What follows belongs to an exercise in optimizing a design on an open flow for small area and a short achievable clock period; a production flow would make more cautious choices.
RTL that was checked went through simulation tests only; none was proved equivalent to the original.
Power figures rest on the tool's default switching activity, not on a simulated workload.

Setup of job 101:
==> module register_file, before the edit <==
module register_file(
    input clk,
    input rst_d,
    input we,
    input [4:0] wa,
    input [15:0] wd,
    input [31:0] sela,
    input [31:0] selb,
    input hita,
    input hitb,
    input [15:0] byp,
    output [15:0] rda,
    output [15:0] rdb
    );
    localparam [511:0] INIT = {
        {19{16'h0000}},
        16'h0000, 16'h765E, 16'h756F, 16'h0000, 16'h3721, 16'h856D, 16'h0000,
        16'h0040, 16'h0060, 16'h0000, 16'h0060, 16'h0040, 16'h0000 };
    reg [15:0] rf [0:31];
    wire [15:0] wd0 = wd & {16{~rst_d}};
    wire [15:0] wd1 = wd | {16{rst_d}};
    genvar i;
    generate
        for (i = 0; i < 32; i = i + 1) begin : g_reg
            localparam [15:0] IV = INIT[16*i +: 16];
            always @(posedge clk)
                if (rst_d || (we && wa == i))
                    rf[i] <= (wd0 & ~IV) | (wd1 & IV);
        end
    endgenerate
    reg [15:0] ora, orb;
    integer k;
    always @(*) begin
        ora = byp & {16{hita}};
        orb = byp & {16{hitb}};
        for (k = 0; k < 32; k = k + 1) begin
            ora = ora | (rf[k] & {16{sela[k]}});
            orb = orb | (rf[k] & {16{selb[k]}});
        end
    end
    assign rda = ora;
    assign rdb = orb;
endmodule
==> module top_module, before the edit <==
module top_module(
    input clk,
    input rst,
    input [31:0] instr,
    output [15:0] alu_out,
    output top_out
    );
    reg rst_d;
    reg [31:0] selA1, selB1;
    reg hitA1, hitB1;
    reg [4:0] rd1;
    reg mul1, shl1, xor1, add1, v1;
    reg [15:0] A2, B2;
    reg [7:0] Am2, Bm2;       
    reg [4:0] rd2;
    reg mul2, shl2, xor2, add2, v2;
    reg [15:0] ps3, pc3, pd3;
    reg z3, nz3, v3;
    reg [4:0] rd3;
    reg [15:0] res4, res4w;
    reg z4, v4;
    reg [4:0] rd4;
    assign alu_out = res4;
    assign top_out = z4;
    wire [4:0] ra = instr[4:0];
    wire [4:0] rb = instr[9:5];
    wire [2:0] op = instr[17:15];
    wire hA = v3 && rd3 == ra;
    wire hB = v3 && rd3 == rb;
    wire [15:0] rda, rdb;
    register_file rf1(.clk(clk), .rst_d(rst_d), .we(v4), .wa(rd4), .wd(res4w),
                      .sela(selA1), .selb(selB1), .hita(hitA1), .hitb(hitB1),
                      .byp(res4w), .rda(rda), .rdb(rdb));
    wire [15:0] sh = (|B2[15:4]) ? 16'd0 : (A2 << B2[3:0]);
    wire [15:0] sum = A2 + B2;
    wire [15:0] x = A2 ^ B2;
    wire [15:0] r2 = (sh & {16{shl2}}) | (x & {16{xor2}}) | (sum & {16{add2}});
    wire zsh = (|B2[15:4]) || ~|(A2 & (16'hffff >> B2[3:0]));
    wire zx = A2 == B2;
    wire zadd = x == {A2[14:0] | B2[14:0], 1'b0};    
    wire zmul = ~|Am2 || ~|Bm2;
    wire z2 = (mul2 && zmul) || (shl2 && zsh) || (xor2 && zx) || (add2 && zadd) ||
              !(mul2 || shl2 || xor2 || add2);
    wire [15:0] pp [0:7];
    genvar j;
    generate
        for (j = 0; j < 8; j = j + 1) begin : g_pp
            assign pp[j] = {8'd0, Am2 & {8{Bm2[j]}}} << j;
        end
    endgenerate
    wire [15:0] s0 = pp[0] ^ pp[1] ^ pp[2];
    wire [15:0] c0 = ((pp[0] & pp[1]) | (pp[0] & pp[2]) | (pp[1] & pp[2])) << 1;
    wire [15:0] s1 = pp[3] ^ pp[4] ^ pp[5];
    wire [15:0] c1 = ((pp[3] & pp[4]) | (pp[3] & pp[5]) | (pp[4] & pp[5])) << 1;
    wire [15:0] s2 = s0 ^ c0 ^ s1;
    wire [15:0] c2 = ((s0 & c0) | (s0 & s1) | (c0 & s1)) << 1;
    wire [15:0] s3 = c1 ^ pp[6] ^ pp[7];
    wire [15:0] c3 = ((c1 & pp[6]) | (c1 & pp[7]) | (pp[6] & pp[7])) << 1;
    wire [15:0] s4 = s2 ^ c2 ^ s3;
    wire [15:0] c4 = ((s2 & c2) | (s2 & s3) | (c2 & s3)) << 1;
    wire [15:0] t5 = ps3 ^ pc3 ^ pd3;
    wire [15:0] c5 = ((ps3 & pc3) | (ps3 & pd3) | (pc3 & pd3)) << 1;
    wire [15:0] res = t5 + c5;
    always @(posedge clk) begin
        rst_d <= rst;
        if (rst) begin
            mul1 <= 1'b0; shl1 <= 1'b0; xor1 <= 1'b0; add1 <= 1'b0; v1 <= 1'b0;
            hitA1 <= 1'b0; hitB1 <= 1'b0;
            Am2 <= 8'd0; Bm2 <= 8'd0;
            mul2 <= 1'b0; shl2 <= 1'b0; xor2 <= 1'b0; add2 <= 1'b0; v2 <= 1'b0;
            z3 <= 1'b1; nz3 <= 1'b0; v3 <= 1'b0;
            res4 <= 16'd0; z4 <= 1'b0; v4 <= 1'b0;
        end else begin
            mul1 <= op == 3'd1; shl1 <= op == 3'd2; xor1 <= op == 3'd3; add1 <= op == 3'd4;
            v1 <= 1'b1;
            hitA1 <= hA; hitB1 <= hB;
            Am2 <= rda[7:0] & {8{mul1}}; Bm2 <= rdb[7:0] & {8{mul1}};
            mul2 <= mul1; shl2 <= shl1; xor2 <= xor1; add2 <= add1; v2 <= v1;
            z3 <= z2; nz3 <= 1'b1; v3 <= v2;
            res4 <= res & {16{nz3}}; z4 <= z3; v4 <= v3;
        end
        selA1 <= (32'd1 << ra) & {32{~hA}};
        selB1 <= (32'd1 << rb) & {32{~hB}};
        rd1 <= instr[14:10];
        A2 <= rda; B2 <= rdb; rd2 <= rd1;
        ps3 <= s4; pc3 <= c4; pd3 <= c3 | r2; rd3 <= rd2;
        res4w <= res; rd4 <= rd3;
    end
endmodule
Settings: LEC_CHECK=0, CAP_MARGIN=20, CORE_MARGIN=2, CORE_UTILIZATION=40, PLACE_DENSITY=0.6, SETUP_SLACK_MARGIN=2.8, SLEW_MARGIN=20; clock period 5.0 ns.
run.sh (not shown) runs the stock make flow with config.mk's settings and CLKGATE_MAP_FILE= SYNTH_SCRIPT=/design/flow/synth_recipe.tcl, a recipe that flattens the netlist after the stock synthesis.
Inputs modified between job 101 and job 102:
--- a/flow/design.v
+++ b/flow/design.v
@@ -3,6 +3,7 @@
     input clk,
     input rst_d,
     input we,
+    input we_n,
     input [4:0] wa,
     input [15:0] wd,
     input [31:0] sela,
@@ -24,9 +25,11 @@
     generate
         for (i = 0; i < 32; i = i + 1) begin : g_reg
             localparam [15:0] IV = INIT[16*i +: 16];
+            wire en = rst_d | (we & (wa == i));
+            wire en_n = ~rst_d & (we_n | (wa != i));
+            wire [15:0] d = (wd0 & ~IV) | (wd1 & IV);
             always @(posedge clk)
-                if (rst_d || (we && wa == i))
-                    rf[i] <= (wd0 & ~IV) | (wd1 & IV);
+                rf[i] <= (rf[i] & {16{en_n}}) | (d & {16{en}});
         end
     endgenerate
     reg [15:0] ora, orb;
@@ -60,12 +63,12 @@
     reg [4:0] rd2;
     reg mul2, shl2, xor2, add2, v2;
     reg [15:0] ps3, pc3, pd3;
-    reg z3, nz3, v3;
+    reg z3, v3;
     reg [4:0] rd3;
-    reg [15:0] res4, res4w;
-    reg z4, v4;
+    reg [15:0] res4;
+    reg ok4, z4, v4, v4n;
     reg [4:0] rd4;
-    assign alu_out = res4;
+    assign alu_out = res4 & {16{ok4}};
     assign top_out = z4;
     wire [4:0] ra = instr[4:0];
     wire [4:0] rb = instr[9:5];
@@ -73,9 +76,9 @@
     wire hA = v3 && rd3 == ra;
     wire hB = v3 && rd3 == rb;
     wire [15:0] rda, rdb;
-    register_file rf1(.clk(clk), .rst_d(rst_d), .we(v4), .wa(rd4), .wd(res4w),
+    register_file rf1(.clk(clk), .rst_d(rst_d), .we(v4), .we_n(v4n), .wa(rd4), .wd(res4),
                       .sela(selA1), .selb(selB1), .hita(hitA1), .hitb(hitB1),
-                      .byp(res4w), .rda(rda), .rdb(rdb));
+                      .byp(res4), .rda(rda), .rdb(rdb));
     wire [15:0] sh = (|B2[15:4]) ? 16'd0 : (A2 << B2[3:0]);
     wire [15:0] sum = A2 + B2;
     wire [15:0] x = A2 ^ B2;
@@ -113,22 +116,22 @@
             hitA1 <= 1'b0; hitB1 <= 1'b0;
             Am2 <= 8'd0; Bm2 <= 8'd0;
             mul2 <= 1'b0; shl2 <= 1'b0; xor2 <= 1'b0; add2 <= 1'b0; v2 <= 1'b0;
-            z3 <= 1'b1; nz3 <= 1'b0; v3 <= 1'b0;
-            res4 <= 16'd0; z4 <= 1'b0; v4 <= 1'b0;
+            z3 <= 1'b1; v3 <= 1'b0;
+            z4 <= 1'b0; v4 <= 1'b0; v4n <= 1'b1;
         end else begin
             mul1 <= op == 3'd1; shl1 <= op == 3'd2; xor1 <= op == 3'd3; add1 <= op == 3'd4;
             v1 <= 1'b1;
             hitA1 <= hA; hitB1 <= hB;
             Am2 <= rda[7:0] & {8{mul1}}; Bm2 <= rdb[7:0] & {8{mul1}};
             mul2 <= mul1; shl2 <= shl1; xor2 <= xor1; add2 <= add1; v2 <= v1;
-            z3 <= z2; nz3 <= 1'b1; v3 <= v2;
-            res4 <= res & {16{nz3}}; z4 <= z3; v4 <= v3;
+            z3 <= z2; v3 <= v2;
+            z4 <= z3; v4 <= v3; v4n <= ~v3;
         end
         selA1 <= (32'd1 << ra) & {32{~hA}};
         selB1 <= (32'd1 << rb) & {32{~hB}};
         rd1 <= instr[14:10];
         A2 <= rda; B2 <= rdb; rd2 <= rd1;
         ps3 <= s4; pc3 <= c4; pd3 <= c3 | r2; rd3 <= rd2;
-        res4w <= res; rd4 <= rd3;
+        res4 <= res; ok4 <= ~rst && ~rst_d; rd4 <= rd3;
     end
 endmodule
--- outcome ---
- Compared to job 101, job 102 was floorplanned on a bigger die.
- Looking at top contributor to total power, the registers result is from job 101; the clock one comes from job 102.
- Re flip-flop and latch count: job 101 and job 102 aren't equal, and the lower value belongs to job 102.
- Looking at synthesized area, job 102 sits 0.37% higher than job 101 does.
- Job 102 ends up with higher total nets after synthesis than job 101 does.
- In the reports for job 101 and job 102, the larger aggregate routed wire length belongs to job 102.
Function not checked in job 102: the RTL went through the layout flow alone.

==> separate check: timing with driven ports <==
The results above use ideal ports. As a check the final layouts listed here were re-extracted and re-timed, cells and wires unchanged. Step 1, drivers: a clkbuf_16 drives clk and a buf_2 each remaining input, both assumed. Step 2 moves the port delays by t, midway between the first and last clock arrival at a register: inputs arrive t later, outputs are due t later. That takes back most of the time a late clock gives input paths. a / b / c = ideal ports / drivers / drivers and shift; a / b = the first two.
| run | t, ns | slack for setup (ns) | cell pins on the clock port's net |
|---|---|---|---|
| job 101 | 0.694 | 2.551 / 2.551 / 2.331 | 1 |
| job 102 | 0.701 | 2.401 / 2.401 / 2.103 | 1 |
After both steps every run listed still meets setup and hold. The setup slack of job 102, which loses most, moves by 0.000 ns with the drivers and by -0.298 ns with both steps.
